Source: an optimization exercise on an open RTL-to-GDS flow (aim: small area). Production flows keep margins and buffers that such runs may drop. Function was checked by simulation only, so behaviour that the tests miss may differ from the original. No activity file was given, so power comes from the tool's default toggle rates.

$ cat design/flow/flow/run.sh
#!/bin/bash
# Standard ORFS layout; the port buffers are the smallest buffer cell, the
# clock tree uses small clock buffers and no dummy loads.
set -euo pipefail
bash standard.sh \
  "BUFFER_PORTS_ARGS=-buffer_cell sky130_fd_sc_hd__buf_1" \
  "CTS_ARGS=-sink_clustering_enable -repair_clock_nets -buf_list {sky130_fd_sc_hd__clkbuf_4} -dont_use_dummy_load -sink_clustering_size 10 -sink_clustering_max_diameter 30" \
  SKIP_REPAIR_TIE_FANOUT=1 \
  finish > standard_make.log 2>&1
$ cat design/flow/standard.sh
#!/bin/bash
# synth_recipe.tcl (not shown) runs the flow's synth.tcl, then flattens the netlist and writes it again
# the make line also repeats each setting of config.mk as NAME=value (left out here)
make -C /OpenROAD-flow-scripts/flow DESIGN_CONFIG=/design/flow/config.mk WORK_HOME=/design/flow/orfs CLKGATE_MAP_FILE= SYNTH_SCRIPT=/design/flow/synth_recipe.tcl "${@:-finish}"
$ cat design/flow/config.mk
export PLATFORM = sky130hd
export DESIGN_NAME = merge
export DESIGN_NICKNAME = merge
export VERILOG_FILES = /design/flow/design.v
export SDC_FILE = /design/flow/constraint.sdc
export NUM_CORES = 4
export LEC_CHECK = 0
export CAP_MARGIN = 5
export CORE_MARGIN = 2
export CORE_UTILIZATION = 40
export PLACE_DENSITY = 0.95
export SLEW_MARGIN = 5
export SYNTH_HIERARCHICAL = 1
$ cat design/flow/constraint.sdc
create_clock -name core_clock -period 10.0 [get_ports {clk}]
set_input_delay 2.0000 -clock core_clock [delete_from_list [all_inputs] [get_ports {clk}]]
set_output_delay 2.0000 -clock core_clock [all_outputs]
set_load 0.01 [all_outputs]
$ cat design/flow/design.v
module hold_mux (w, h, d, q, y);
    input wire w, h, d, q;
    output wire y;
    assign y = (w & d) | (h & q);
endmodule
module merge (stopMerge, R_bg, G_bg, B_bg, R_sp, G_sp, B_sp, R_outRegA, G_outRegA, B_outRegA, R_outRegB, G_outRegB, B_outRegB, posX_bg, posY_bg, posX_sp, posY_sp, reset, clk, readVgaSelector,max_R_top, max_G_top, max_B_top, min_R_top, min_G_top, min_B_top, avg_R_top, avg_G_top, avg_B_top,
                        max_R_bottom, max_G_bottom, max_B_bottom, min_R_bottom, min_G_bottom, min_B_bottom, avg_R_bottom, avg_G_bottom, avg_B_bottom,
                        max_R_right, max_G_right, max_B_right, min_R_right, min_G_right, min_B_right, avg_R_right, avg_G_right, avg_B_right,
                        max_R_left, max_G_left, max_B_left, min_R_left, min_G_left, min_B_left, avg_R_left, avg_G_left, avg_B_left);
    input wire clk, reset, readVgaSelector;
    input wire [7:0] R_bg, G_bg, B_bg, R_sp, G_sp, B_sp;
    input wire [9:0] posX_bg, posY_bg, posX_sp, posY_sp;
    output reg [127:0] R_outRegA, G_outRegA, B_outRegA, R_outRegB, G_outRegB, B_outRegB;
    output wire [7:0] max_R_top, max_G_top, max_B_top, min_R_top, min_G_top, min_B_top, avg_R_top, avg_G_top, avg_B_top,
                        max_R_bottom, max_G_bottom, max_B_bottom, min_R_bottom, min_G_bottom, min_B_bottom, avg_R_bottom, avg_G_bottom, avg_B_bottom,
                        max_R_right, max_G_right, max_B_right, min_R_right, min_G_right, min_B_right, avg_R_right, avg_G_right, avg_B_right,
                        max_R_left, max_G_left, max_B_left, min_R_left, min_G_left, min_B_left, avg_R_left, avg_G_left, avg_B_left;
    output stopMerge;
    reg [5:0] cnt;
    wire iniciarMerge = cnt[5] & cnt[0];
    reg [9:0] ancX, ancY;
    always @(posedge clk) begin
        if (reset) begin
            cnt  <= 6'd0;
            ancX <= 10'd0;
            ancY <= 10'd0;
        end else begin
            if (!iniciarMerge)
                cnt <= cnt + 6'd1;
            if (cnt == 6'd0) begin
                ancX <= posX_sp;
                ancY <= posY_sp;
            end
        end
    end
    reg [3:0] contadorA, contadorB;
    reg full_A, full_B;
    assign stopMerge = readVgaSelector ? full_A : full_B;
    wire goA = iniciarMerge &  readVgaSelector & ~full_A;
    wire goB = iniciarMerge & ~readVgaSelector & ~full_B;
    wire trans = (R_sp == 8'h17) & (G_sp == 8'h17) & (B_sp == 8'h17);
    wire [23:0] pix  = trans ? {B_bg, G_bg, R_bg} : {B_sp, G_sp, R_sp};
    always @(posedge clk) begin
        if (reset) begin
            contadorA <= 4'd0;
            contadorB <= 4'd0;
            full_A <= 1'b0;
            full_B <= 1'b0;
        end else if (iniciarMerge) begin
            contadorA <= (readVgaSelector && contadorA != 4'd15) ? contadorA + 4'd1 : 4'd0;
            contadorB <= (!readVgaSelector && contadorB != 4'd15) ? contadorB + 4'd1 : 4'd0;
            if (goA) begin
                full_B <= 1'b0;
                if (contadorA == 4'd15) full_A <= 1'b1;
            end else if (goB) begin
                full_A <= 1'b0;
                if (contadorA == 4'd15) full_B <= 1'b1;
            end
        end
    end
    genvar i, k;
    generate
        for (i = 0; i < 16; i = i + 1) begin : slot
            wire xA = goA & (contadorA == i);
            wire xB = goB & (contadorB == i);
            wire [23:0] qA = {B_outRegA[8*i +: 8], G_outRegA[8*i +: 8], R_outRegA[8*i +: 8]};
            wire [23:0] qB = {B_outRegB[8*i +: 8], G_outRegB[8*i +: 8], R_outRegB[8*i +: 8]};
            wire [23:0] nA, nB;
            wire wA = xA & ~reset, hA = ~xA & ~reset;
            wire wB = xB & ~reset, hB = ~xB & ~reset;
            for (k = 0; k < 24; k = k + 1) begin : bt
                hold_mux mA (.w(wA), .h(hA), .d(pix[k]), .q(qA[k]), .y(nA[k]));
                hold_mux mB (.w(wB), .h(hB), .d(pix[k]), .q(qB[k]), .y(nB[k]));
            end
            always @(posedge clk) begin
                {B_outRegA[8*i +: 8], G_outRegA[8*i +: 8], R_outRegA[8*i +: 8]} <= nA;
                {B_outRegB[8*i +: 8], G_outRegB[8*i +: 8], R_outRegB[8*i +: 8]} <= nB;
            end
        end
    endgenerate
    wire [10:0] dX, dY;
    wire [10:0] bX, bY;
    assign bX[0] = 1'b1;
    assign bY[0] = 1'b1;
    genvar b;
    generate
        for (b = 0; b < 10; b = b + 1) begin : sub
            assign dX[b] = posX_bg[b] ^ ~ancX[b] ^ bX[b];
            assign bX[b+1] = (posX_bg[b] & ~ancX[b]) | (bX[b] & (posX_bg[b] ^ ~ancX[b]));
            assign dY[b] = posY_bg[b] ^ ~ancY[b] ^ bY[b];
            assign bY[b+1] = (posY_bg[b] & ~ancY[b]) | (bY[b] & (posY_bg[b] ^ ~ancY[b]));
        end
    endgenerate
    assign dX[10] = ~bX[10];
    assign dY[10] = ~bY[10];
    wire inXY = ~dX[10] & ~|dX[9:4] & ~dY[10] & ~|dY[9:4];
    wire x0 = dX[3:0] == 4'd0;
    wire x15 = &dX[3:0];
    wire y0 = dY[3:0] == 4'd0;
    wire y15 = &dY[3:0];
    wire [3:0] act;
    assign act[0] = inXY & x0;
    assign act[1] = inXY & ~x0 & x15;
    assign act[2] = inXY & ~x0 & ~x15 & y15;
    assign act[3] = inXY & ~x0 & ~x15 & ~y15 & y0;
    reg rd;
    reg [3:0] ad;
    reg [23:0] cd;
    always @(posedge clk) begin
        rd <= reset;
        ad <= act;
        cd <= {B_bg, G_bg, R_bg};
    end
    reg [143:0] S;
    reg [95:0]  MX;
    reg [95:0]  AV;
    genvar r, c;
    generate
        for (c = 0; c < 3; c = c + 1) begin : ch
            wire [7:0]  col  = cd[8*c +: 8];
            wire [11:0] selS = ({12{ad[0]}} & S[12*c +: 12])     | ({12{ad[1]}} & S[12*(3+c) +: 12]) |
                               ({12{ad[2]}} & S[12*(6+c) +: 12]) | ({12{ad[3]}} & S[12*(9+c) +: 12]);
            wire [7:0]  selM = ({8{ad[0]}} & MX[8*c +: 8])      | ({8{ad[1]}} & MX[8*(3+c) +: 8]) |
                               ({8{ad[2]}} & MX[8*(6+c) +: 8])  | ({8{ad[3]}} & MX[8*(9+c) +: 8]);
            wire [11:0] nsum;
            wire [12:0] cy;
            wire [8:0]  gc;
            assign cy[0] = 1'b0;
            assign gc[0] = 1'b0;
            for (b = 0; b < 12; b = b + 1) begin : add
                wire cb = (b < 8) ? col[b] : 1'b0;
                assign nsum[b] = selS[b] ^ cb ^ cy[b];
                assign cy[b+1] = (selS[b] & cb) | (cy[b] & (selS[b] ^ cb));
            end
            for (b = 0; b < 8; b = b + 1) begin : cmp
                assign gc[b+1] = (col[b] & ~selM[b]) | (gc[b] & ~(col[b] ^ selM[b]));
            end
            wire gt = gc[8];
            for (r = 0; r < 4; r = r + 1) begin : rg
                wire x  = ad[r];
                wire xm = x & gt;
                wire w  = x & ~rd,  h  = ~x & ~rd;
                wire wm = xm & ~rd, hm = ~xm & ~rd;
                wire [11:0] nS;
                wire [7:0]  nA, nM;
                for (b = 0; b < 12; b = b + 1) begin : bs
                    hold_mux mS (.w(w), .h(h), .d(nsum[b]), .q(S[12*(3*r + c) + b]), .y(nS[b]));
                end
                for (b = 0; b < 8; b = b + 1) begin : ba
                    hold_mux mA (.w(w), .h(h), .d(selS[4 + b]), .q(AV[8*(3*r + c) + b]), .y(nA[b]));
                    hold_mux mM (.w(wm), .h(hm), .d(col[b]), .q(MX[8*(3*r + c) + b]), .y(nM[b]));
                end
                always @(posedge clk) begin
                    S[12*(3*r + c) +: 12] <= nS;
                    AV[8*(3*r + c) +: 8]  <= nA;
                    MX[8*(3*r + c) +: 8]  <= nM;
                end
            end
        end
    endgenerate
    assign {max_B_top, max_G_top, max_R_top}          = MX[23:0];
    assign {max_B_bottom, max_G_bottom, max_R_bottom} = MX[47:24];
    assign {max_B_right, max_G_right, max_R_right}    = MX[71:48];
    assign {max_B_left, max_G_left, max_R_left}       = MX[95:72];
    assign {avg_B_top, avg_G_top, avg_R_top}          = AV[23:0];
    assign {avg_B_bottom, avg_G_bottom, avg_R_bottom} = AV[47:24];
    assign {avg_B_right, avg_G_right, avg_R_right}    = AV[71:48];
    assign {avg_B_left, avg_G_left, avg_R_left}       = AV[95:72];
    assign {min_B_top, min_G_top, min_R_top}          = 24'd0;
    assign {min_B_bottom, min_G_bottom, min_R_bottom} = 24'd0;
    assign {min_B_right, min_G_right, min_R_right}    = 24'd0;
    assign {min_B_left, min_G_left, min_R_left}       = 24'd0;
endmodule
==> results of run 1 <==
## Yosys stat by module (local to each module, per instance)
module / flip-flops and latches / area (µm²) / times used / cells
merge: 1169 / 29100 / 1 / 1999
hold_mux: 0 / 8.76 / 1104 / 1
## cell usage after synthesis (2+ instances only)
library cell / count
dfxtp_1: 1169
a22o_1: 1134
inv_1: 101
buf_4: 96
nand2_1: 90
a21oi_1: 76
a22oi_1: 60
nor2_1: 56
ha_1: 45
clkbuf_1: 43
fa_1: 39
a221oi_1: 30
o21ai_0: 16
nand3_1: 13
nor3_1: 13
a21o_1: 12
nand2b_1: 10
a31oi_1: 9
and2_1: 9
mux2_1: 8
o21a_1: 6
or3_1: 6
and4_1: 5
buf_1: 5
nand4_1: 5
nor2b_1: 5
xor2_1: 5
nand4b_1: 4
a2111oi_0: 3
a311o_1: 3
buf_2: 3
nor4_1: 3
nor4bb_1: 3
o41a_1: 3
and4b_1: 2
mux2_2: 2
nor3_2: 2
## logic make-up after synthesis
kind of cell | after synthesis | synth area share
muxes | 10 | 0.00291
buffers and inverters | 249 | 0.0337
other | 1 | 0.0000968
and+or+nand+nor | 232 | 0.0290
adders and majority gates | 84 | 0.0347
xor gates and xnor gates | 5 | 0.00113
DFF | 1169 | 0.604
AOI/OAI and AO/OA | 1353 | 0.294
==> run summary, run 1 <==
Sequential area share after synthesis - 0.604
Top cells by area, synth - dfxtp_1, a22o_1, fa_1
Top cell type's share of synthesized area - 0.604
Mapped cell area - 0.0387 mm²
Status - did not finish
Synth Instances - 3103
Initial core utilization - 0.402
Mapped Nets - 3278
#FFs+latches synth - 1169
Post-synth EDFFs - 0
Post-synth top area cell - dfxtp_1
Exit stage - I/O pin placement
Syn avg cell area - 12.5 µm²
Die W - 315 µm
Log Error - [ERROR PPL-0024] Number of IO pins (1148) exceeds maximum number of available positions (1138). Increase the die perimeter from 1260.72um to 1561.28um.
Yosys warning total - 7
Synth Flop Type - dfxtp_1
Cell variety after synth - 46
Number of cell rows - 114
Share of synthesized registers carrying an async set or reset - 0
Die height - 315 µm
==> run 2, diff against run 1 <==
--- a/design/flow/config.mk
+++ b/design/flow/config.mk
@@ -6,8 +6,8 @@
 export NUM_CORES = 4
 export LEC_CHECK = 0
 export CAP_MARGIN = 5
-export CORE_MARGIN = 2
-export CORE_UTILIZATION = 40
+export CORE_AREA = 2 2 323 323
+export DIE_AREA = 0 0 325 325
 export PLACE_DENSITY = 0.95
 export SLEW_MARGIN = 5
 export SYNTH_HIERARCHICAL = 1
==> run summary, run 2 <==
Status - timing/DRC/antenna clean
All-Layer GR Usage - 0.281
Int Pwr - 0.00557 W
Critical Path RT - 11.04 ns
Synth top cells by count - dfxtp_1, a22o_1, inv_1, buf_4, nand2_1
NetSw - 0.00189 W
GR Overflow Total - 0
R2R cell count - 18
Uppermost layer routed - met5
#FFs+latches synth - 1169
Worst slew margin - 0.0834
Number of cell rows - 117
Worst-path clk slew - 0.08 ns
I/O Buffers - 1051
Routed vias/inst - 6.29
Min Clock Period, post-route - 5.80 ns
1st-iter DRT viols - 5074
Crit path DAT - 6.84 ns
Pwr Density - 163 mW/mm²
Sequential cell area - 0.0234 mm²
Wire per inst - 28.2 µm
Most common cell after layout, fill and taps aside - dfxtp_1
Antenna Nets Post-Route - 0
TritonRoute pass-1 iters - 8
Reg with most FFs - S
Via count - 35456
Clock network fraction of total power - 0.320
Fmax - 0.173 GHz
Endpoints failing setup - 0
Global placement routability congestion - 0.948
First-pass GRT wire length - 225 mm
Mapped Nets - 3278
Max Clock Skew - 0.217 ns
Proportion of layout cells with a drive suffix above 1 - 0.0851
Critical Path Start Type - flop
Yosys warning total - 7
CTS Root Buffer Type - clkbuf_4
Seq pwr share - 0.628
Sequential area share after synthesis - 0.604
Met1 wire length - 53.6 mm
HP Start - ancX[6]$_SDFFE_PP0N_
CTS tree - yes
Syn avg cell area - 12.5 µm²
PostCTS Resize Cnt - 0
Worst R2R Setup Slack - 4.20 ns
Synth Instances - 3103
Cell variety after synth - 46
Total CTS buffers - 184
Die W - 325 µm
Multi-input logic area - 0.0144 mm²
Fin nets - 4442
Depth of the CTS H-tree - 4
Hold_buf cts - 0
Die Footprint - 0.106 mm²
Dpl hpwl - 103 mm
Post-route setup TNS - 0 ns
Leakage power - 17.4 nW
WL met3 - 21.1 mm
Period utilisation layout - 0.580
Share of synthesized registers carrying an async set or reset - 0
Hold path endpoint - ancX[6]$_SDFFE_PP0N_
Die height - 325 µm
Core Box Area - 0.102 mm²
Vias in the first global route - 34368
RSZ-0062 raised after global routing - no
Top Ports - 1148
Switch share - 0.254
Top cells by area, synth - dfxtp_1, a22o_1, fa_1
Antenna violations before repair - 9
Clock insertion delay at the later pin of the skew report - 1.14 ns
Largest net degree at the start of global routing - 97
WL met2 - 70.4 mm
Synth Flop Type - dfxtp_1
Post-synth top area cell - dfxtp_1
Logic gate share of total power - 0.052
WS Path Type - flop to flop
Fillers - 8902
Crit Path Max Fanout - 43
Worst R2R End - S[131]$_DFF_P_
Commonest non-fill, non-tap cells in the layout - dfxtp_1, a22o_1, buf_1
Routed WL - 159 mm
Tot Pwr - 0.00747 W
Top cell type's share of synthesized area - 0.604
Hold/Removal Path Class - flop to flop
Sink Count - 1169
FF-to-FF Start - ad[2]$_DFF_P_
Mapped cell area - 0.0387 mm²
Area growth syn-to-layout - 18.2%
Max Slew Vio Count - 0
CP Capture Type - flop
Initial core utilization - 0.380
Post-CTS Setup Bufs - 0
Drt drc - 0
Post-synth EDFFs - 0
Final hold violation count - 0
Cell with the most instances after synthesis - dfxtp_1
Slew at the pin closest to its max-slew limit - 1.37 ns
Clock buffer depth - 3
Hold path cells - 2
VDD IR-drop max - 0.000130 V
Max reg flops - 144
Max-capacitance violation count - 0
## run 2: cell counts after synthesis
Identical to the previous run, type by type.
## run 2: layout make-up
| type | instances | area share |
|---|---|---|
| Sequential cell | 1169 | 0.511 |
| Timing Repair Buffer | 1126 | 0.0985 |
| Antenna cell | 7 | 0.000383 |
| Tap cell | 1368 | 0.0374 |
| Inverter | 101 | 0.00828 |
| Multi-Input combinational cell | 1685 | 0.314 |
| Clock buffer | 184 | 0.0302 |
## run 2: logic make-up (layout without fill, tap and decap cells)
group	Yosys count	in the layout	share of synthesized area
buf+inv	249	1411	0.0337
fa+ha+maj	84	84	0.0347
compound gates	1353	1353	0.294
xor+xnor	5	5	0.00113
mux	10	10	0.00291
flops	1169	1169	0.604
simple gates	232	232	0.0290
other cells	1	8	0.0000968
## run 2: worst max-delay path: stages, from the launching register on
cell and delay [ns]:
dfxtp_2 0.60, buf_4 0.56, a22oi_1 0.21, nand2_1 0.14, ha_1 0.16, inv_1 0.07
fa_1 0.40, fa_1 0.40, fa_1 0.41, fa_1 0.46, fa_1 0.44, fa_1 0.44
fa_1 0.41, inv_1 0.08, ha_1 0.14, ha_1 0.15, ha_1 0.16, xor2_1 0.29
a22o_1 0.19
## run 2: worst max-delay path by stage
stage / startpoint / endpoint / slack [ns]
detailed placement: posX_bg[0] / ad[3]$_DFF_P_ / 3.70
CTS: ad[2]$_DFF_P_ / S[131]$_DFF_P_ / 4.28
global route: ad[2]$_DFF_P_ / S[59]$_DFF_P_ / 4.03
floorplan: posX_bg[0] / ad[3]$_DFF_P_ / 4.19
finish: ad[2]$_DFF_P_ / S[131]$_DFF_P_ / 4.20
global placement: posX_bg[0] / ad[3]$_DFF_P_ / 3.79
## run 2: metal layers
layer	GRT usage	up-vias
li1	-	14312
met1	0.319	16763
met2	0.440	3529
met3	0.0923	842
met4	0.215	10
met5	0	-
## run 2: per-module statistics from Yosys, one instance, submodules excluded
module / cell area (µm²) / flip-flops and latches / cells / copies in the design
merge: 29100 / 1169 / 1999 / 1
hold_mux: 8.76 / 0 / 1 / 1104
## run 2: through the flow
stage	std cells	setup slack [ns]	utilization	hold slack (ns)	area, µm²
after floorplan	3103	4.19	-	0.436	38700
after global placement	5449	3.79	0.435	0.445	44400
after detailed placement	5449	3.70	0.435	0.449	44400
after CTS	5633	4.28	0.449	0.457	45800
after global routing	5636	4.03	0.449	0.474	45800
final	5640	4.20	0.449	0.458	45800
## run 2: power groups by stage
| stage | Combinational (W) | Sequential, W | Clock [W] |
|---|---|---|---|
| 6_report | 0.000389 | 0.00469 | 0.00239 |
| 5_1_grt | 0.000394 | 0.00469 | 0.00256 |
| 3_3_place_gp | 0.000356 | 0.00479 | 0 |
| 4_1_cts | 0.000367 | 0.00469 | 0.00238 |
| 3_5_place_dp | 0.000365 | 0.00479 | 0 |
| 2_1_floorplan | 0.000203 | 0.00478 | 0 |
==> run 3, diff against run 2 <==
==> design/flow/flow/run.sh (replaced) <==
#!/bin/bash
# Standard ORFS layout; the port buffers are the smallest buffer cell, the
# clock tree uses small clock buffers and no dummy loads.
set -euo pipefail
bash standard.sh \
  "BUFFER_PORTS_ARGS=-buffer_cell sky130_fd_sc_hd__buf_1" \
  "CTS_ARGS=-sink_clustering_enable -repair_clock_nets -buf_list {sky130_fd_sc_hd__clkbuf_4} -dont_use_dummy_load -sink_clustering_size 10 -sink_clustering_max_diameter 35" \
  SKIP_REPAIR_TIE_FANOUT=1 \
  finish > standard_make.log 2>&1
--- a/design/flow/config.mk
+++ b/design/flow/config.mk
@@ -6,8 +6,8 @@
 export NUM_CORES = 4
 export LEC_CHECK = 0
 export CAP_MARGIN = 5
-export CORE_AREA = 2 2 323 323
-export DIE_AREA = 0 0 325 325
-export PLACE_DENSITY = 0.95
+export CORE_MARGIN = 2
+export CORE_UTILIZATION = 40
+export PLACE_DENSITY = 0.85
 export SLEW_MARGIN = 5
 export SYNTH_HIERARCHICAL = 1
==> run summary, run 3 <==
Cell with the most instances after synthesis - dfxtp_1
Top cells by area, synth - dfxtp_1, a22o_1, fa_1
Cell variety after synth - 46
Top cell type's share of synthesized area - 0.604
Log Error - [ERROR PPL-0024] Number of IO pins (1148) exceeds maximum number of available positions (1138). Increase the die perimeter from 1260.72um to 1561.28um.
Yosys warning total - 7
Exit stage - I/O pin placement
Synth top cells by count - dfxtp_1, a22o_1, inv_1, buf_4, nand2_1
Synth Instances - 3103
Status - did not finish
Compound-cell area share of the yosys netlist - 0.294
Syn avg cell area - 12.5 µm²
Share of synthesized registers carrying an async set or reset - 0
Simple-gate share of the synthesized area - 0.0290
Post-synth top area cell - dfxtp_1
Number of cell rows - 114
Mapped Nets - 3278
Post-synthesis mux area share - 0.00291
Mapped cell area - 0.0387 mm²
Post-synth EDFFs - 0
#FFs+latches synth - 1169
Largest family of logic cells by synthesized area - compound AO/OA/AOI/OAI gates
Synth Flop Type - dfxtp_1
Die W - 315 µm
Sequential area share after synthesis - 0.604
Initial core utilization - 0.402
XOR/XNOR Fraction of Synth Area - 0.00113
Die height - 315 µm
Synth Area in Adders - 0.0347
==> run 3: cell counts after synthesis <==
Identical to the previous run, type by type.
==> run 3: modules after synthesis, one instance, submodules excluded <==
module | copies in the design | cell area, µm² | flip-flops and latches | cells inside
merge | 1 | 29100 | 1169 | 1999
hold_mux | 1104 | 8.76 | 0 | 1
==> run 3: cells by family after synthesis <==
kind of cell / after synthesis
simple gates: 232
xor+xnor: 5
buf+inv: 249
other cells: 1
mux: 10
flops: 1169
fa+ha+maj: 84
compound gates: 1353
==> run 4, diff against run 3 <==
--- a/design/flow/config.mk
+++ b/design/flow/config.mk
@@ -6,8 +6,8 @@
 export NUM_CORES = 4
 export LEC_CHECK = 0
 export CAP_MARGIN = 5
-export CORE_MARGIN = 2
-export CORE_UTILIZATION = 40
+export CORE_AREA = 2 2 323 323
+export DIE_AREA = 0 0 325 325
 export PLACE_DENSITY = 0.85
 export SLEW_MARGIN = 5
 export SYNTH_HIERARCHICAL = 1
==> run summary, run 4 <==
Max reg flops - 144
1st-iter DRT viols - 4242
I/O Buffers - 1051
Routed vias/inst - 6.08
CTS Root Buffer Type - clkbuf_4
Critical Path Max Stage Delay - 0.60 ns
Number of cell rows - 117
Layout Cells excl Fill - 5628
Share of synthesized registers carrying an async set or reset - 0
Top Ports - 1148
Cell variety after synth - 46
Fin nets - 4432
Drt drc - 0
Reg with most FFs - S
HP Start - ancY[1]$_SDFFE_PP0N_
Largest net degree at the start of global routing - 97
Critical Path RT - 10.93 ns
Hold path endpoint - ancY[1]$_SDFFE_PP0N_
PostCTS Resize Cnt - 0
Final hold violation count - 0
Post-synth top area cell - dfxtp_1
Area growth syn-to-layout - 18.0%
GR Overflow Total - 0
Cell with the most instances after synthesis - dfxtp_1
Crit-path cells - buf_4, a22oi_1, nand2_1, ha_1, inv_1, fa_1, fa_1, fa_1, fa_1, fa_1, fa_1, fa_1, inv_1, ha_1, ha_1, ha_1, xor2_1, a22o_1
TritonRoute pass-1 iters - 6
Mapped cell area - 0.0387 mm²
Hold_buf cts - 0
Core Box Area - 0.102 mm²
Worst R2R End - S[83]$_DFF_P_
Max-capacitance violation count - 0
Endpoints failing setup - 0
#FFs+latches synth - 1169
Most common cell after layout, fill and taps aside - dfxtp_1
Status - timing/DRC/antenna clean
VDD IR-drop max - 0.000115 V
Total CTS buffers - 170
Sink Count - 1169
RSZ-0062 raised after global routing - no
Post-route setup TNS - 0 ns
Syn avg cell area - 12.5 µm²
Depth of the CTS H-tree - 4
Post-synth EDFFs - 0
Proportion of layout cells with a drive suffix above 1 - 0.0827
Inst Count DP - 5453
Commonest non-fill, non-tap cells in the layout - dfxtp_1, a22o_1, buf_1
Clock buffer depth - 3
CP Capture Type - flop
CTS tree - yes
Die Footprint - 0.106 mm²
Slew at the pin closest to its max-slew limit - 1.33 ns
Die W - 325 µm
Crit path DAT - 6.59 ns
Mapped Nets - 3278
Pwr Density - 161 mW/mm²
Max Slew Vio Count - 0
Synth Instances - 3103
First-pass GRT wire length - 221 mm
Leakage power - 17.4 nW
Antenna Nets Post-Route - 0
Critical Path Start Type - flop
Fmax - 0.177 GHz
Dpl hpwl - 103 mm
Crit Path Max Fanout - 46
Hold path cells - 2
Global placement routability congestion - 0.936
Most used cell, CP - fa_1
Via count - 34244
Hold/Removal Path Class - flop to flop
Period utilisation layout - 0.566
Wire per inst - 27.7 µm
Synth Flop Type - dfxtp_1
Die height - 325 µm
Initial core utilization - 0.380
Min Clock Period, post-route - 5.66 ns
FF-to-FF Start - ad[3]$_DFF_P_
Vias in the first global route - 32828
Top cells by area, synth - dfxtp_1, a22o_1, fa_1
Routed WL - 156 mm
Clock insertion delay at the later pin of the skew report - 1.09 ns
Worst-path clk slew - 0.08 ns
Sequential area share after synthesis - 0.604
WS Path Type - flop to flop
Yosys warning total - 7
Worst path slowest cell - dfxtp_2
Worst slew margin - 0.112
R2R cell count - 18
Antenna violations before repair - 3
All-Layer GR Usage - 0.278
Post-CTS Setup Bufs - 0
Max Clock Skew - 0.149 ns
Worst R2R Setup Slack - 4.34 ns
Top cell type's share of synthesized area - 0.604
Synth top cells by count - dfxtp_1, a22o_1, inv_1, buf_4, nand2_1
==> run 4: layer usage <==
layer | track usage | vias up | part of all wire
met5 | 0 | - | 0.00019
met4 | 0.194 | 4 | 0.076
met3 | 0.0868 | 633 | 0.12
met2 | 0.439 | 2791 | 0.45
met1 | 0.321 | 16542 | 0.35
li1 | - | 14274 | -
==> run 4: worst max path at each step <==
stage                       start             to  slack, ns  depth (start not counted)
finish              ad[3]$_DFF_P_  S[83]$_DFF_P_       4.34                         18
global route        ad[3]$_DFF_P_  S[11]$_DFF_P_       4.12                         18
CTS                 ad[3]$_DFF_P_  S[83]$_DFF_P_       4.39                         18
detailed placement     posX_bg[0]  ad[3]$_DFF_P_       3.70                         21
global placement       posX_bg[0]  ad[3]$_DFF_P_       3.70                         21
floorplan              posX_bg[0]  ad[3]$_DFF_P_       4.19                         20
==> run 4: modules after synthesis (local to each module, per instance) <==
module | flip-flops and latches | area, µm² | cells | times used
hold_mux | 0 | 8.76 | 1 | 1104
merge | 1169 | 29100 | 1999 | 1
==> run 4: power by group <==
| part | switching [W] | internal, W |
|---|---|---|
| sequential | 0.0000212 | 0.00467 |
| combinational | 0.000315 | 0.0000682 |
| clock | 0.00153 | 0.000777 |
| total | 0.00186 | 0.00551 |
==> run 4: final cells by class <==
cell class	instances	area [µm²]
flip-flops and latches	1169	23400
fillers	9369	56300
clock buffers	170	1280
multi-input cells	1685	14400
repair buffers	1130	4540
inverters	101	379
diodes	5	12.5
well taps	1368	1710
==> run 4: logic make-up after synthesis <==
| group | after synthesis | share of synthesized area |
|---|---|---|
| buffers and inverters | 249 | 0.0337 |
| and+or+nand+nor | 232 | 0.0290 |
| AOI/OAI and AO/OA | 1353 | 0.294 |
| xor gates and xnor gates | 5 | 0.00113 |
| muxes | 10 | 0.00291 |
| adders and majority gates | 84 | 0.0347 |
| other | 1 | 0.0000968 |
| DFF | 1169 | 0.604 |
==> run 4: critical path, delay by kind of cell, from the launching register on <==
family / cells / cell delay (ns)
compound gates: 2 / 0.33
xor+xnor: 1 / 0.27
fa+ha+maj: 11 / 3.52
buf+inv: 3 / 0.69
flops: 1 / 0.60
simple gates: 1 / 0.11
==> run 4: stage by stage <==
step                worst slack, ns  area, µm²  utilization  hold WS, ns  total power, W
floorplan                      4.19      38700            -        0.436         0.00499
global placement               3.70      44400        0.435        0.444         0.00516
detailed placement             3.70      44400        0.435        0.449         0.00516
CTS                            4.39      45700        0.448        0.457         0.00738
global route                   4.12      45700        0.448        0.478         0.00759
finish                         4.34      45700        0.448        0.460         0.00738
==> run 5, diff against run 4 <==
--- a/design/flow/config.mk
+++ b/design/flow/config.mk
@@ -5,9 +5,9 @@
 export SDC_FILE = /design/flow/constraint.sdc
 export NUM_CORES = 4
 export LEC_CHECK = 0
-export CAP_MARGIN = 5
+export CAP_MARGIN = 0
 export CORE_AREA = 2 2 323 323
 export DIE_AREA = 0 0 325 325
 export PLACE_DENSITY = 0.85
-export SLEW_MARGIN = 5
+export SLEW_MARGIN = 0
 export SYNTH_HIERARCHICAL = 1
==> run summary, run 5 <==
Max Clock Skew - 0.149 ns
Worst-path clk slew - 0.08 ns
HP Start - ancY[1]$_SDFFE_PP0N_
1st-iter DRT viols - 4242
Mapped cell area - 0.0387 mm²
Synth Flop Type - dfxtp_1
WL met3 - 19.1 mm
Top cell type's share of synthesized area - 0.604
Mapped Nets - 3278
Fin nets - 4432
Drt drc - 0
TritonRoute pass-1 iters - 6
Core Box Area - 0.102 mm²
Wire per inst - 27.7 µm
Met1 wire length - 54.4 mm
Cell variety after synth - 46
Sink Count - 1169
Max reg flops - 144
Dpl hpwl - 103 mm
Critical Path RT - 10.93 ns
Commonest non-fill, non-tap cells in the layout - dfxtp_1, a22o_1, buf_1
Fmax - 0.177 GHz
Critical Path Max Stage Delay - 0.60 ns
Crit Path Max Fanout - 46
Antenna violations before repair - 3
I/O Buffers - 1051
Number of cell rows - 117
Worst slew margin - 0.112
All-Layer GR Usage - 0.278
Die Footprint - 0.106 mm²
Routed WL - 156 mm
Most used cell, CP - fa_1
Top Ports - 1148
PostCTS Resize Cnt - 0
Max-capacitance violation count - 0
Top cells by area, synth - dfxtp_1, a22o_1, fa_1
Sequential area share after synthesis - 0.604
Multi-input logic area - 0.0144 mm²
Clock insertion delay at the later pin of the skew report - 1.09 ns
Uppermost layer routed - met5
CTS tree - yes
Sequential cell area - 0.0234 mm²
Total CTS buffers - 170
Endpoints failing setup - 0
Syn avg cell area - 12.5 µm²
Initial core utilization - 0.380
Min Clock Period, post-route - 5.66 ns
Critical Path Start Type - flop
Hold path cells - 2
Worst R2R End - S[83]$_DFF_P_
FF-to-FF Start - ad[3]$_DFF_P_
Via count - 34244
GR Overflow Total - 0
Most common cell after layout, fill and taps aside - dfxtp_1
Post-route setup TNS - 0 ns
Area growth syn-to-layout - 18.0%
Die W - 325 µm
Leakage power - 17.4 nW
Final hold violation count - 0
Largest net degree at the start of global routing - 97
Cell with the most instances after synthesis - dfxtp_1
WL met2 - 70.8 mm
Crit path DAT - 6.59 ns
Proportion of layout cells with a drive suffix above 1 - 0.0827
Synth Instances - 3103
Reg with most FFs - S
VDD IR-drop max - 0.000115 V
Max Slew Vio Count - 0
Post-synth top area cell - dfxtp_1
RSZ-0062 raised after global routing - no
Hold path endpoint - ancY[1]$_SDFFE_PP0N_
#FFs+latches synth - 1169
Vias in the first global route - 32828
Clock buffer depth - 3
Pwr Density - 161 mW/mm²
Antenna Nets Post-Route - 0
Depth of the CTS H-tree - 4
Post-CTS Setup Bufs - 0
Yosys warning total - 7
CTS Root Buffer Type - clkbuf_4
Status - timing/DRC/antenna clean
Hold/Removal Path Class - flop to flop
Fillers - 9369
Crit-path cells - buf_4, a22oi_1, nand2_1, ha_1, inv_1, fa_1, fa_1, fa_1, fa_1, fa_1, fa_1, fa_1, inv_1, ha_1, ha_1, ha_1, xor2_1, a22o_1
CP Capture Type - flop
Layout Cells excl Fill - 5628
Utilization after layout - 0.448
First-pass GRT wire length - 221 mm
Slew at the pin closest to its max-slew limit - 1.33 ns
Die height - 325 µm
Hold_buf cts - 0
WS Path Type - flop to flop
Period utilisation layout - 0.566
Post-synth EDFFs - 0
Worst path slowest cell - dfxtp_2
Tot Pwr - 0.00738 W
Inst Count DP - 5453
Global placement routability congestion - 0.936
Routed vias/inst - 6.08
Worst R2R Setup Slack - 4.34 ns
Share of synthesized registers carrying an async set or reset - 0
R2R cell count - 18
Synth top cells by count - dfxtp_1, a22o_1, inv_1, buf_4, nand2_1
[run 5: area by class of cell]
class                      count  share of cell area
antenna                        5            0.000274
clock buffer                 170              0.0279
inverter                     101             0.00829
multi-input combinational   1685               0.315
sequential                  1169               0.512
tap                         1368              0.0374
timing repair buffer        1130              0.0994
[run 5: report_power, final]
group	leakage [nW]	internal, W	switching [W]
Combinational	7.16	0.0000682	0.000315
Clock	0.782	0.000777	0.00153
Sequential	9.43	0.00467	0.0000212
Total	17.4	0.00551	0.00186
[run 5: layer usage]
metal | track usage | vias up
met1 | 0.321 | 16542
li1 | - | 14274
met3 | 0.0868 | 633
met5 | 0 | -
met2 | 0.439 | 2791
met4 | 0.194 | 4
[run 5: worst max-delay path: cells and delay by family (launching register included)]
kind | cells | cell delay, ns
XOR/XNOR | 1 | 0.27
AO/OA/AOI/OAI | 2 | 0.33
AND/OR/NAND/NOR | 1 | 0.11
adder cells (fa/ha/maj) | 11 | 3.52
flip-flops | 1 | 0.60
buffers and inverters | 3 | 0.69
[run 5: modules after synthesis (local to each module, per instance)]
module | cell area, µm² | copies in the design
merge | 29100 | 1
hold_mux | 8.76 | 1104
[run 5: cell families (layout without fill, tap and decap cells)]
logic type | Yosys count | count (layout) | share of synthesized area
AO/OA/AOI/OAI | 1353 | 1353 | 0.294
flip-flops | 1169 | 1169 | 0.604
buffers and inverters | 249 | 1401 | 0.0337
AND/OR/NAND/NOR | 232 | 232 | 0.0290
adder cells (fa/ha/maj) | 84 | 84 | 0.0347
multiplexers | 10 | 10 | 0.00291
XOR/XNOR | 5 | 5 | 0.00113
other | 1 | 6 | 0.0000968
[run 5: worst max path at each step]
stage,to,slack [ns],startpoint,depth (start not counted)
2_1_floorplan,ad[3]$_DFF_P_,4.19,posX_bg[0],20
3_3_place_gp,ad[3]$_DFF_P_,3.70,posX_bg[0],21
3_5_place_dp,ad[3]$_DFF_P_,3.70,posX_bg[0],21
4_1_cts,S[83]$_DFF_P_,4.39,ad[3]$_DFF_P_,18
5_1_grt,S[11]$_DFF_P_,4.12,ad[3]$_DFF_P_,18
6_report,S[83]$_DFF_P_,4.34,ad[3]$_DFF_P_,18
[run 5: through the flow]
step	instance area (µm²)	setup slack, ns	hold WS, ns
after global routing	45700	4.12	0.478
final	45700	4.34	0.460
after CTS	45700	4.39	0.457
after global placement	44400	3.70	0.444
after floorplan	38700	4.19	0.436
after detailed placement	44400	3.70	0.449
==> run 6, diff against run 5 <==
--- a/design/flow/design.v
+++ b/design/flow/design.v
@@ -2,6 +2,18 @@
     input wire w, h, d, q;
     output wire y;
     assign y = (w & d) | (h & q);
+endmodule
+module full_add (a, b, ci, s, co);
+    input wire a, b, ci;
+    output wire s, co;
+    assign s  = a ^ b ^ ci;
+    assign co = (a & b) | (ci & (a ^ b));
+endmodule
+module half_add (a, b, s, co);
+    input wire a, b;
+    output wire s, co;
+    assign s  = a ^ b;
+    assign co = a & b;
 endmodule
 module merge (stopMerge, R_bg, G_bg, B_bg, R_sp, G_sp, B_sp, R_outRegA, G_outRegA, B_outRegA, R_outRegB, G_outRegB, B_outRegB, posX_bg, posY_bg, posX_sp, posY_sp, reset, clk, readVgaSelector,max_R_top, max_G_top, max_B_top, min_R_top, min_G_top, min_B_top, avg_R_top, avg_G_top, avg_B_top,
                         max_R_bottom, max_G_bottom, max_B_bottom, min_R_bottom, min_G_bottom, min_B_bottom, avg_R_bottom, avg_G_bottom, avg_B_bottom,
@@ -85,10 +97,8 @@
     genvar b;
     generate
         for (b = 0; b < 10; b = b + 1) begin : sub
-            assign dX[b] = posX_bg[b] ^ ~ancX[b] ^ bX[b];
-            assign bX[b+1] = (posX_bg[b] & ~ancX[b]) | (bX[b] & (posX_bg[b] ^ ~ancX[b]));
-            assign dY[b] = posY_bg[b] ^ ~ancY[b] ^ bY[b];
-            assign bY[b+1] = (posY_bg[b] & ~ancY[b]) | (bY[b] & (posY_bg[b] ^ ~ancY[b]));
+            full_add fx (.a(posX_bg[b]), .b(~ancX[b]), .ci(bX[b]), .s(dX[b]), .co(bX[b+1]));
+            full_add fy (.a(posY_bg[b]), .b(~ancY[b]), .ci(bY[b]), .s(dY[b]), .co(bY[b+1]));
         end
     endgenerate
     assign dX[10] = ~bX[10];
@@ -128,9 +138,10 @@
             assign cy[0] = 1'b0;
             assign gc[0] = 1'b0;
             for (b = 0; b < 12; b = b + 1) begin : add
-                wire cb = (b < 8) ? col[b] : 1'b0;
-                assign nsum[b] = selS[b] ^ cb ^ cy[b];
-                assign cy[b+1] = (selS[b] & cb) | (cy[b] & (selS[b] ^ cb));
+                if (b == 0 || b >= 8)
+                    half_add ha (.a(selS[b]), .b(b == 0 ? col[0] : cy[b]), .s(nsum[b]), .co(cy[b+1]));
+                else
+                    full_add fa (.a(selS[b]), .b(col[b]), .ci(cy[b]), .s(nsum[b]), .co(cy[b+1]));
             end
             for (b = 0; b < 8; b = b + 1) begin : cmp
                 assign gc[b+1] = (col[b] & ~selM[b]) | (gc[b] & ~(col[b] ^ selM[b]));
==> design/flow/config.mk (replaced) <==
export PLATFORM = sky130hd
export DESIGN_NAME = merge
export DESIGN_NICKNAME = merge
export VERILOG_FILES = /design/flow/design.v
export SDC_FILE = /design/flow/constraint.sdc
export NUM_CORES = 4
export LEC_CHECK = 0
export CAP_MARGIN = 5
export CORE_AREA = 2 2 323 323
export DIE_AREA = 0 0 325 325
export GPL_ROUTABILITY_DRIVEN = 0
export PLACE_DENSITY = 0.85
export SLEW_MARGIN = 5
export SYNTH_HIERARCHICAL = 1
==> run summary, run 6 <==
VDD IR-drop max - 0.000112 V
Cell with the most instances after synthesis - dfxtp_1
Min Clock Period, post-route - 6.14 ns
Max Slew Vio Count - 0
Fmax - 0.163 GHz
Yosys warning total - 7
Layout Cells excl Fill - 5564
WS Path Type - primary input to flop
Clock buffer depth - 3
Crit Path Max Fanout - 3
All-Layer GR Usage - 0.278
Endpoints failing setup - 0
Routed vias/inst - 6.11
Final hold violation count - 0
Leakage power - 17.1 nW
Hold path cells - 2
Top Ports - 1148
I/O Buffers - 1051
Routed WL - 156 mm
#FFs+latches synth - 1169
Vias in the first global route - 32610
Die height - 325 µm
Mapped Nets - 3224
PostCTS Resize Cnt - 0
Depth of the CTS H-tree - 4
Max Clock Skew - 0.151 ns
Share of synthesized registers carrying an async set or reset - 0
Top cell type's share of synthesized area - 0.608
CP Capture Type - flop
Buf/Inv on CP - 1
Max-capacitance violation count - 0
Die W - 325 µm
CTS Root Buffer Type - clkbuf_4
Cell variety after synth - 48
1st-iter DRT viols - 4315
Most common cell after layout, fill and taps aside - dfxtp_1
Syn avg cell area - 12.6 µm²
Fin nets - 4368
Antenna Nets Post-Route - 0
Final WS setup - 3.86 ns
Worst-path clk slew - 0.08 ns
Commonest non-fill, non-tap cells in the layout - dfxtp_1, a22o_1, buf_1
Top cells by area, synth - dfxtp_1, a22o_1, fa_1
Worst slew margin - 0.111
Crit path DAT - 7.05 ns
Reg with most FFs - S
R2R cell count - 16
GR peak layer - met2
Crit-path cells - buf_1, fa_1, fa_1, fa_1, fa_1, fa_1, fa_1, fa_1, fa_1, fa_1, fa_1, nor4_1, nand4_1, nand3b_1, nor2_1
Total CTS buffers - 160
Drt drc - 0
Core Box Area - 0.102 mm²
First-pass GRT wire length - 221 mm
Via count - 33987
M3 GR Usage - 0.0875
Post-route setup TNS - 0 ns
CTS tree - yes
Worst path slowest cell - fa_1
Critical Path Start Type - primary input
Post-synth top area cell - dfxtp_1
RSZ-0062 raised after global routing - no
Area growth syn-to-layout - 18.0%
M2 GR Usage - 0.449
Critical Path RT - 10.91 ns
TritonRoute pass-1 iters - 6
Most used cell, CP - fa_1
Grt met1 use - 0.320
Stages on worst setup path - 15
Inst Count DP - 5396
Number of cell rows - 117
Pwr Density - 161 mW/mm²
Clock insertion delay at the later pin of the skew report - 1.07 ns
Antenna violations before repair - 12
Synth Flop Type - dfxtp_1
Period utilisation layout - 0.614
Dpl hpwl - 101 mm
Initial core utilization - 0.377
Hold/Removal Path Class - flop to flop
Post-CTS Setup Bufs - 0
Hold_buf cts - 0
Tot Pwr - 0.00732 W
Post-synth EDFFs - 0
DP Worst Slack - 2.91 ns
Die Footprint - 0.106 mm²
Synth Instances - 3046
Sequential area share after synthesis - 0.608
Max reg flops - 144
Critical Path Max Stage Delay - 0.46 ns
Mapped cell area - 0.0385 mm²
Family with the most delay on the worst path - adder cells
Sink Count - 1169
Proportion of layout cells with a drive suffix above 1 - 0.0826
Status - timing/DRC/antenna clean
Slew at the pin closest to its max-slew limit - 1.33 ns
GR Overflow Total - 0
Largest net degree at the start of global routing - 97
Synth top cells by count - dfxtp_1, a22o_1, nand2_1, buf_4, a22oi_1
Wire per inst - 28.1 µm
run 6: cell types whose count changed after synthesis, moves of 9 or more:
cell and change:
nand2_1 +9, a22o_1 -9, inv_1 -69, a221oi_1 -9, a22oi_1 +18
run 6: area by class of cell:
type	instances	area (µm²)
Antenna cell	8	20.0
Clock buffer	160	1200
Fill cell	9350	56600
Inverter	32	120
Multi-Input combinational cell	1696	14400
Sequential cell	1169	23400
Tap cell	1368	1710
Timing Repair Buffer	1131	4550
run 6: per-layer routing:
| metal | vias to the layer above | part of all wire |
|---|---|---|
| met5 | - | 0.00042 |
| li1 | 14151 | - |
| met1 | 16458 | 0.35 |
| met4 | 8 | 0.066 |
| met3 | 582 | 0.12 |
| met2 | 2788 | 0.46 |
run 6: worst paths after layout:
path / to / startpoint / slack (ns)
min: ancY[0]$_SDFFE_PP0N_ / ancY[0]$_SDFFE_PP0N_ / 0.46
max: ad[2]$_DFF_P_ / posY_bg[0] / 3.86
max reg2reg: S[23]$_DFF_P_ / ad[2]$_DFF_P_ / 4.49
min reg2reg: ancY[0]$_SDFFE_PP0N_ / ancY[0]$_SDFFE_PP0N_ / 0.46
run 6: logic make-up after synthesis:
family                   after synthesis  synth area share
multiplexers                          10           0.00292
adder cells (fa/ha/maj)               87            0.0363
buffers and inverters                181            0.0273
other                                  2          0.000195
AO/OA/AOI/OAI                       1354             0.296
flip-flops                          1169             0.608
XOR/XNOR                               2          0.000455
AND/OR/NAND/NOR                      241            0.0296
run 6: worst min-delay path: stages (launching register included):
cell and delay, ns:
dfxtp_1 0.31, nand2_1 0.05, a21oi_1 0.05
run 6: power breakdown:
group / internal [W] / leakage, nW / switching [W]
sequential: 0.00467 / 9.43 / 0.0000203
combinational: 0.0000702 / 6.95 / 0.000316
clock: 0.000733 / 0.736 / 0.00151
total: 0.00547 / 17.1 / 0.00185
run 6: modules after synthesis (local to each module, per instance):
module,copies in the design,cells inside,area (µm²),flip-flops and latches
hold_mux,1104,1,8.76,0
full_add,41,1,20.0,0
merge,1,1886,27800,1169
half_add,15,1,12.5,0
run 6: metrics by stage:
| stage | hold WS (ns) | area (µm²) | utilization |
|---|---|---|---|
| final | 0.461 | 45400 | 0.445 |
| after floorplan | 0.436 | 38500 | - |
| after global placement | 0.444 | 44200 | 0.433 |
| after CTS | 0.456 | 45400 | 0.445 |
| after global routing | 0.474 | 45400 | 0.445 |
| after detailed placement | 0.447 | 44200 | 0.433 |
==> run 7, diff against run 6 <==
--- a/design/flow/config.mk
+++ b/design/flow/config.mk
@@ -8,7 +8,6 @@
 export CAP_MARGIN = 5
 export CORE_AREA = 2 2 323 323
 export DIE_AREA = 0 0 325 325
-export GPL_ROUTABILITY_DRIVEN = 0
 export PLACE_DENSITY = 0.85
 export SLEW_MARGIN = 5
 export SYNTH_HIERARCHICAL = 1
==> run summary, run 7 <==
Worst-path clk slew - 0.09 ns
Sequential area share after synthesis - 0.608
Max-capacitance violation count - 0
Crit path DAT - 7.10 ns
Max Slew Vio Count - 0
Crit-path cells - buf_1, fa_1, fa_1, fa_1, fa_1, fa_1, fa_1, fa_1, fa_1, fa_1, fa_1, nor4b_1, nand4_1, nand3b_1, nor2_1
I/O Buffers - 1051
Hold_buf cts - 0
Die height - 325 µm
Largest net degree at the start of global routing - 97
Max reg flops - 144
Clock network fraction of total power - 0.311
Min Clock Period, post-route - 6.21 ns
Yosys warning total - 7
Share of synthesized registers carrying an async set or reset - 0
Critical Path Start Type - primary input
Switch share - 0.254
Top cells by area, synth - dfxtp_1, a22o_1, fa_1
NetSw - 0.00187 W
Hold path endpoint - ancY[2]$_SDFFE_PP0N_
Leakage power - 17.1 nW
Final WS setup - 3.79 ns
CTS Root Buffer Type - clkbuf_4
Syn avg cell area - 12.6 µm²
TritonRoute pass-1 iters - 6
Via count - 34137
Placed Area - 0.0442 mm²
#FFs+latches synth - 1169
RSZ-0062 raised after global routing - no
Most common cell after layout, fill and taps aside - dfxtp_1
Tot Pwr - 0.00736 W
Final hold violation count - 0
Cell with the most instances after synthesis - dfxtp_1
Initial core utilization - 0.377
HP Start - ancY[2]$_SDFFE_PP0N_
Synth top cells by count - dfxtp_1, a22o_1, nand2_1, buf_4, a22oi_1
PostCTS Resize Cnt - 0
Logic gate share of total power - 0.053
Die W - 325 µm
1st-iter DRT viols - 4273
Hold/Removal Path Class - flop to flop
Commonest non-fill, non-tap cells in the layout - dfxtp_1, a22o_1, buf_1
Sink Count - 1169
Post-CTS Setup Bufs - 0
Critical Path RT - 10.90 ns
Wire per inst - 28.3 µm
Worst path slowest cell - fa_1
Drt drc - 0
All-Layer GR Usage - 0.281
Seq pwr share - 0.637
Number of cell rows - 117
FF-to-FF Start - ad[0]$_DFF_P_
Antenna violations before repair - 4
Status - timing/DRC/antenna clean
Crit Path Max Fanout - 3
Routed WL - 157 mm
Area growth syn-to-layout - 18.0%
GR Overflow Total - 0
Depth of the CTS H-tree - 4
Core Box Area - 0.102 mm²
Clock insertion delay at the later pin of the skew report - 1.08 ns
Max Clock Skew - 0.169 ns
WS Path Type - primary input to flop
Post-synth top area cell - dfxtp_1
Synth Instances - 3046
Die Footprint - 0.106 mm²
First-pass GRT wire length - 223 mm
Antenna Nets Post-Route - 0
Int Pwr - 0.00549 W
Fin nets - 4371
VDD IR-drop max - 0.000105 V
Post-synth EDFFs - 0
Reg with most FFs - S
Worst R2R Setup Slack - 4.36 ns
DP Worst Slack - 2.81 ns
Mapped cell area - 0.0385 mm²
Synth Flop Type - dfxtp_1
Mapped Nets - 3224
Vias in the first global route - 32888
Top Ports - 1148
Period utilisation layout - 0.621
Post-route setup TNS - 0 ns
Design area - 0.0455 mm²
Fmax - 0.161 GHz
Total CTS buffers - 165
Top cell type's share of synthesized area - 0.608
Routed vias/inst - 6.13
CP Capture Type - flop
CTS tree - yes
Endpoints failing setup - 0
Dpl hpwl - 102 mm
Most used cell, CP - fa_1
R2R cell count - 16
Worst slew margin - 0.0683
Worst R2R End - S[107]$_DFF_P_
Slew at the pin closest to its max-slew limit - 1.40 ns
Clock buffer depth - 3
Global placement routability congestion - 0.965
Critical Path Max Stage Delay - 0.46 ns
Pwr Density - 162 mW/mm²
Cell variety after synth - 48
Proportion of layout cells with a drive suffix above 1 - 0.0833
Hold path cells - 2
[run 7: cell counts after synthesis]
No cell type changed its count.
[run 7: Yosys stat by module (local to each module, per instance)]
module    copies in the design  flip-flops and latches  cells inside  area (µm²)
merge                        1                    1169          1886       27800
half_add                    15                       0             1        12.5
hold_mux                  1104                       0             1        8.76
full_add                    41                       0             1        20.0
[run 7: layout make-up]
| class | instances | area [µm²] |
|---|---|---|
| antenna | 8 | 20.0 |
| clock buffer | 165 | 1240 |
| fill | 9326 | 56600 |
| inverter | 32 | 120 |
| multi-input combinational | 1696 | 14400 |
| sequential | 1169 | 23400 |
| tap | 1368 | 1710 |
| timing repair buffer | 1129 | 4530 |
[run 7: per-stage QoR]
step	instances	hold slack, ns	utilization
final	5567	0.457	0.446
after CTS	5559	0.457	0.445
after global routing	5560	0.468	0.445
after global placement	5394	0.444	0.433
after floorplan	3046	0.436	-
after detailed placement	5394	0.448	0.433
[run 7: how the worst max path moves through the flow]
| stage | startpoint | depth (start not counted) | endpoint | slack (ns) |
|---|---|---|---|---|
| floorplan | posX_bg[0] | 14 | ad[3]$_DFF_P_ | 3.39 |
| global placement | posX_bg[0] | 15 | ad[3]$_DFF_P_ | 2.92 |
| detailed placement | posX_bg[0] | 15 | ad[3]$_DFF_P_ | 2.81 |
| CTS | posX_bg[0] | 15 | ad[3]$_DFF_P_ | 3.99 |
| global route | posX_bg[0] | 15 | ad[2]$_DFF_P_ | 3.69 |
| finish | posX_bg[0] | 15 | ad[3]$_DFF_P_ | 3.79 |
[run 7: power by group through the flow]
stage / Combinational (W) / Sequential, W / Clock [W]
after floorplan: 0.000203 / 0.00479 / 0
after detailed placement: 0.000372 / 0.00479 / 0
after global routing: 0.000398 / 0.00469 / 0.00248
final: 0.000389 / 0.00469 / 0.00229
after global placement: 0.000366 / 0.00479 / 0
after CTS: 0.000373 / 0.00469 / 0.00229
[run 7: layer usage]
metal | GRT usage | part of all wire | vias to the layer above | routed length (µm)
met5 | 0 | 0.00018 | - | 29
met4 | 0.196 | 0.077 | 4 | 12100
met3 | 0.0910 | 0.12 | 632 | 19400
met2 | 0.447 | 0.45 | 2821 | 71300
met1 | 0.319 | 0.35 | 16530 | 54500
li1 | - | - | 14150 | -
[run 7: kinds of logic (layout without fill, tap and decap cells)]
group                    Yosys count  after routing  share of synthesized area
buffers and inverters            181           1326                     0.0273
multiplexers                      10             10                    0.00292
other                              2             10                   0.000195
XOR/XNOR                           2              2                   0.000455
flip-flops                      1169           1169                      0.608
AND/OR/NAND/NOR                  241            241                     0.0296
AO/OA/AOI/OAI                   1354           1354                      0.296
adder cells (fa/ha/maj)           87             87                     0.0363
[run 7: worst max-delay path: cells and delay by family]
family / cells / cell delay, ns
simple gates: 4 / 0.97
fa+ha+maj: 10 / 4.04
buf+inv: 1 / 0.11
==> run 8, diff against run 7 <==
==> design/flow/flow/run.sh (replaced) <==
#!/bin/bash
# Standard ORFS layout; the port buffers are the smallest buffer cell, the
# clock tree uses small clock buffers and no dummy loads.
set -euo pipefail
bash standard.sh \
  "BUFFER_PORTS_ARGS=-buffer_cell sky130_fd_sc_hd__buf_1" \
  "CTS_ARGS=-sink_clustering_enable -repair_clock_nets -buf_list {sky130_fd_sc_hd__clkbuf_4} -dont_use_dummy_load -sink_clustering_size 12 -sink_clustering_max_diameter 28" \
  SKIP_REPAIR_TIE_FANOUT=1 \
  finish > standard_make.log 2>&1
==> run summary, run 8 <==
Status - timing/DRC/antenna clean
First-pass GRT wire length - 224 mm
Number of cell rows - 117
Critical Path Start Type - primary input
Die W - 325 µm
Top cells by area, synth - dfxtp_1, a22o_1, fa_1
Die height - 325 µm
Design area - 0.0458 mm²
Drt drc - 0
WS Path Type - primary input to flop
Dpl hpwl - 102 mm
Crit path DAT - 7.13 ns
Cell variety after synth - 48
Crit Path Max Fanout - 3
Synth top cells by count - dfxtp_1, a22o_1, nand2_1, buf_4, a22oi_1
Share of synthesized registers carrying an async set or reset - 0
Endpoints failing setup - 0
Reg with most FFs - S
Min Clock Period, post-route - 6.20 ns
Initial core utilization - 0.377
Sink Count - 1169
Syn avg cell area - 12.6 µm²
Post-CTS Setup Bufs - 0
Commonest non-fill, non-tap cells in the layout - dfxtp_1, a22o_1, buf_1
Area growth syn-to-layout - 19.0%
Post-synth top area cell - dfxtp_1
Global placement routability congestion - 0.965
Yosys warning total - 7
Int Pwr - 0.00571 W
Switch share - 0.253
GR Overflow Total - 0
Post-route setup TNS - 0 ns
RSZ-0062 raised after global routing - no
FF-to-FF Start - ad[0]$_DFF_P_
Logic gate share of total power - 0.051
Core Box Area - 0.102 mm²
Total CTS buffers - 215
NetSw - 0.00194 W
CP startpoint - posX_bg[0]
Max Slew Vio Count - 0
I/O Buffers - 1051
Max Clock Skew - 0.201 ns
Antenna Nets Post-Route - 0
Sequential area share after synthesis - 0.608
Synth Flop Type - dfxtp_1
Critical Path RT - 10.93 ns
Routed WL - 158 mm
Max reg flops - 144
Worst-path clk slew - 0.08 ns
Placed Area - 0.0442 mm²
CTS tree - yes
Clock buffer depth - 3
Vias in the first global route - 33116
Die Footprint - 0.106 mm²
Fmax - 0.161 GHz
Hold/Removal Path Class - flop to flop
Routed vias/inst - 6.10
PostCTS Resize Cnt - 0
Top Ports - 1148
Top cell type's share of synthesized area - 0.608
Mapped Nets - 3224
Worst R2R Setup Slack - 4.41 ns
Largest net degree at the start of global routing - 97
Mapped cell area - 0.0385 mm²
TritonRoute pass-1 iters - 8
Period utilisation layout - 0.620
All-Layer GR Usage - 0.282
Seq pwr share - 0.613
HP Start - ancY[2]$_SDFFE_PP0N_
Max-capacitance violation count - 0
Hold_buf cts - 0
Fin nets - 4421
1st-iter DRT viols - 4224
Antenna violations before repair - 6
VDD IR-drop max - 0.000103 V
Clock insertion delay at the later pin of the skew report - 1.15 ns
CTS Root Buffer Type - clkbuf_4
Proportion of layout cells with a drive suffix above 1 - 0.0941
Clock network fraction of total power - 0.336
Wire per inst - 28.1 µm
Pwr Density - 167 mW/mm²
Slew at the pin closest to its max-slew limit - 1.37 ns
Final hold violation count - 0
Leakage power - 17.4 nW
Cell with the most instances after synthesis - dfxtp_1
Most common cell after layout, fill and taps aside - dfxtp_1
Synth Instances - 3046
Depth of the CTS H-tree - 4
CP Capture Type - flop
#FFs+latches synth - 1169
Post-synth EDFFs - 0
Worst slew margin - 0.0825
Via count - 34261
-- run 8: cell types whose count changed in the layout (fill, tap and decap cells not counted), sizes merged --
cell	before	now
diode	8	3
clkbuf	166	216
-- run 8: critical path, cell delays in order --
cell,delay [ns]
buf_1,0.11
fa_1,0.46
fa_1,0.39
fa_1,0.39
fa_1,0.39
fa_1,0.39
fa_1,0.39
fa_1,0.39
fa_1,0.40
fa_1,0.39
fa_1,0.45
nor4b_1,0.32
nand4_1,0.26
nand3b_1,0.25
nor2_1,0.15
-- run 8: path summary, 6_finish.rpt --
check | end | depth (start not counted)
setup / recovery | ad[3]$_DFF_P_ | 15
hold / removal | ancY[2]$_SDFFE_PP0N_ | 2
setup reg to reg | S[107]$_DFF_P_ | 16
hold reg to reg | ancY[2]$_SDFFE_PP0N_ | 2
-- run 8: cells by family after synthesis --
logic type | share of synthesized area
other | 0.000195
XOR/XNOR | 0.000455
AND/OR/NAND/NOR | 0.0296
AO/OA/AOI/OAI | 0.296
buffers and inverters | 0.0273
multiplexers | 0.00292
flip-flops | 0.608
adder cells (fa/ha/maj) | 0.0363
-- run 8: Yosys stat by module (local to each module, per instance) --
module    cells inside  flip-flops and latches  times used
merge             1886                    1169           1
full_add             1                       0          41
half_add             1                       0          15
hold_mux             1                       0        1104
-- run 8: layer usage --
layer  wire (µm)  global-route usage  vias up
li1            -                   -    14242
met5          43                   0        -
met4       11800               0.199        6
met3       20200              0.0959      632
met1       54200               0.317    16525
met2       71700               0.448     2856
-- run 8: final cells by class --
cell class,instances,area [µm²]
fill,9285,56200
timing repair buffer,1129,4530
multi-input combinational,1696,14400
antenna,3,7.51
sequential,1169,23400
tap,1368,1710
clock buffer,215,1610
inverter,32,120
-- run 8: power groups by stage --
stage          Clock, W  Sequential (W)  Combinational, W
4_1_cts         0.00258         0.00469          0.000373
3_3_place_gp          0         0.00479          0.000366
3_5_place_dp          0         0.00479          0.000372
2_1_floorplan         0         0.00479          0.000203
6_report        0.00257         0.00469          0.000387
5_1_grt         0.00278         0.00469          0.000398
-- run 8: through the flow --
stage | hold slack [ns] | setup slack (ns) | std cells | power (W) | utilization
global route | 0.467 | 3.68 | 5610 | 0.00787 | 0.449
CTS | 0.457 | 4.00 | 5609 | 0.00764 | 0.449
detailed placement | 0.448 | 2.81 | 5394 | 0.00516 | 0.433
floorplan | 0.436 | 3.39 | 3046 | 0.00499 | -
global placement | 0.444 | 2.92 | 5394 | 0.00516 | 0.433
finish | 0.456 | 3.80 | 5612 | 0.00764 | 0.449
==> run 9, diff against run 8 <==
==> design/flow/flow/run.sh (replaced) <==
#!/bin/bash
# Standard ORFS layout; the port buffers are the smallest buffer cell, the
# clock tree uses small clock buffers and no dummy loads.
set -euo pipefail
bash standard.sh \
  "BUFFER_PORTS_ARGS=-buffer_cell sky130_fd_sc_hd__buf_1" \
  "CTS_ARGS=-sink_clustering_enable -repair_clock_nets -buf_list {sky130_fd_sc_hd__clkbuf_4} -dont_use_dummy_load -sink_clustering_size 11 -sink_clustering_max_diameter 35" \
  SKIP_REPAIR_TIE_FANOUT=1 \
  finish > standard_make.log 2>&1
==> run summary, run 9 <==
DP Worst Slack - 2.81 ns
Die height - 325 µm
Sink Count - 1169
Synth top cells by count - dfxtp_1, a22o_1, nand2_1, buf_4, a22oi_1
Area growth syn-to-layout - 17.9%
Post-route setup TNS - 0 ns
Cell with the most instances after synthesis - dfxtp_1
Global placement routability congestion - 0.965
Proportion of layout cells with a drive suffix above 1 - 0.0820
Fin nets - 4365
Reg with most FFs - S
Synth Instances - 3046
Max Slew Vio Count - 0
Leakage power - 17.1 nW
Clock insertion delay at the later pin of the skew report - 1.11 ns
Final hold violation count - 0
Number of cell rows - 117
RSZ-0062 raised after global routing - no
Core Box Area - 0.102 mm²
Post-synth top area cell - dfxtp_1
Max Clock Skew - 0.220 ns
Most common cell after layout, fill and taps aside - dfxtp_1
Die W - 325 µm
Hold path cells - 2
Routed vias/inst - 6.14
Sequential area share after synthesis - 0.608
Mapped Nets - 3224
I/O Buffers - 1051
R2R cell count - 16
WS Path Type - primary input to flop
CP Capture Type - flop
Cell variety after synth - 48
Share of synthesized registers carrying an async set or reset - 0
Fillers - 9333
Hold_ws - 0.456 ns
Crit path DAT - 7.10 ns
Antenna violations before repair - 5
Depth of the CTS H-tree - 4
CTS tree - yes
Initial core utilization - 0.377
Antenna Nets Post-Route - 0
1st-iter DRT viols - 4232
Dpl hpwl - 102 mm
Top cell type's share of synthesized area - 0.608
Final WS setup - 3.82 ns
GR Overflow Total - 0
Syn avg cell area - 12.6 µm²
Min Clock Period, post-route - 6.18 ns
All-Layer GR Usage - 0.281
Hold/Removal Path Class - flop to flop
VDD IR-drop max - 0.000110 V
Slew at the pin closest to its max-slew limit - 1.36 ns
Critical Path Start Type - primary input
CTS Root Buffer Type - clkbuf_4
Hold_buf cts - 0
PostCTS Resize Cnt - 0
Vias in the first global route - 32608
Routed WL - 157 mm
Post-synth EDFFs - 0
Wire per inst - 28.3 µm
Period utilisation layout - 0.618
Drt drc - 0
Top cells by area, synth - dfxtp_1, a22o_1, fa_1
Commonest non-fill, non-tap cells in the layout - dfxtp_1, a22o_1, buf_1
Fmax - 0.162 GHz
Mapped cell area - 0.0385 mm²
Synth Flop Type - dfxtp_1
Largest net degree at the start of global routing - 97
Post-CTS Setup Bufs - 0
Max-capacitance violation count - 0
Worst-path clk slew - 0.09 ns
Total CTS buffers - 159
Die Footprint - 0.106 mm²
First-pass GRT wire length - 222 mm
TritonRoute pass-1 iters - 6
Pwr Density - 161 mW/mm²
Endpoints failing setup - 0
Top Ports - 1148
Yosys warning total - 7
Max reg flops - 144
Crit Path Max Fanout - 3
Status - timing/DRC/antenna clean
#FFs+latches synth - 1169
Utilization after layout - 0.445
Clock buffer depth - 3
Worst R2R Setup Slack - 4.34 ns
Worst slew margin - 0.0807
Critical Path RT - 10.93 ns
Via count - 34152
## run 9: cell families after synthesis
group	synth area share
AO/OA/AOI/OAI	0.296
XOR/XNOR	0.000455
adder cells (fa/ha/maj)	0.0363
buffers and inverters	0.0273
flip-flops	0.608
multiplexers	0.00292
other	0.000195
AND/OR/NAND/NOR	0.0296
## run 9: worst max-delay path: stages
cell	delay, ns
buf_1	0.10
fa_1	0.46
fa_1	0.39
fa_1	0.39
fa_1	0.39
fa_1	0.39
fa_1	0.39
fa_1	0.39
fa_1	0.40
fa_1	0.39
fa_1	0.45
nor4b_1	0.30
nand4_1	0.26
nand3b_1	0.26
nor2_1	0.15
## run 9: per-layer routing
layer  track usage  wire length, µm  up-vias  part of all wire
met2         0.453            71900     2896              0.46
li1              -                -    14116                 -
met4         0.181            11300        4             0.072
met1         0.323            55000    16517              0.35
met5             0               23        -           0.00015
met3        0.0850            18900      619              0.12
## run 9: power breakdown
| part | switching (W) | internal [W] | total [W] |
|---|---|---|---|
| sequential | 0.0000201 | 0.00467 | 0.00469 |
| combinational | 0.000319 | 0.0000701 | 0.000389 |
| clock | 0.00152 | 0.000727 | 0.00224 |
## run 9: path summary, 6_finish.rpt
| kind | end | start |
|---|---|---|
| max reg2reg | S[107]$_DFF_P_ | ad[0]$_DFF_P_ |
| min | ancY[2]$_SDFFE_PP0N_ | ancY[2]$_SDFFE_PP0N_ |
| min reg2reg | ancY[2]$_SDFFE_PP0N_ | ancY[2]$_SDFFE_PP0N_ |
| max | ad[3]$_DFF_P_ | posX_bg[0] |
## run 9: area by class of cell
cell class,instances,area (µm²),share of cell area
Sequential cell,1169,23400,0.515
Tap cell,1368,1710,0.0377
Multi-Input combinational cell,1696,14400,0.318
Clock buffer,159,1190,0.0263
Antenna cell,6,15.0,0.000331
Timing Repair Buffer,1129,4530,0.0999
Inverter,32,120,0.00265
## run 9: through the flow
step / instances / area, µm² / total power, W
finish: 5559 / 45400 / 0.00732
floorplan: 3046 / 38500 / 0.00499
global placement: 5394 / 44200 / 0.00516
global route: 5554 / 45400 / 0.00751
detailed placement: 5394 / 44200 / 0.00516
CTS: 5553 / 45400 / 0.00731
## run 9: per-module statistics from Yosys (local to each module, per instance)
module | times used | flops+latches
full_add | 41 | 0
hold_mux | 1104 | 0
merge | 1 | 1169
half_add | 15 | 0

-- port drivers added, routing unchanged --
No port has a modelled driver above. Below, the same layouts with a new extraction and two added sets of constraints. Step 1 sets driving cells, clkbuf_16 on the clock port and buf_2 on the other inputs (assumed; they add their load-dependent delay and slew). Step 2 moves the port delays by t, midway between the first and last clock arrival at a register: inputs arrive t later, outputs are due t later. That takes back most of the time a late clock gives input paths. Slacks: ideal / step 1 / step 2; pairs: ideal / step 1.
run	t (ns)	slack for setup (ns)	clock arrival spread, ns	worst register clock-pin slew, ns
run 2	1.093	4.203 / 4.203 / 3.731	0.218 / 0.217	0.12 / 0.12
run 4	1.076	4.343 / 4.343 / 3.683	0.177 / 0.176	0.12 / 0.12
run 5	1.076	4.343 / 4.343 / 3.683	0.177 / 0.176	0.12 / 0.12
run 6	1.071	3.861 / 3.914 / 2.844	0.152 / 0.153	0.12 / 0.12
run 7	1.071	3.794 / 3.845 / 2.775	0.171 / 0.171	0.11 / 0.11
run 8	1.118	3.804 / 3.856 / 2.738	0.203 / 0.204	0.12 / 0.12
run 9	1.069	3.824 / 3.873 / 2.804	0.220 / 0.220	0.12 / 0.12
After both steps setup and hold are still met in every run listed. The setup slack of run 8, which loses most, moves by +0.052 ns with the drivers and by -1.066 ns with both steps.
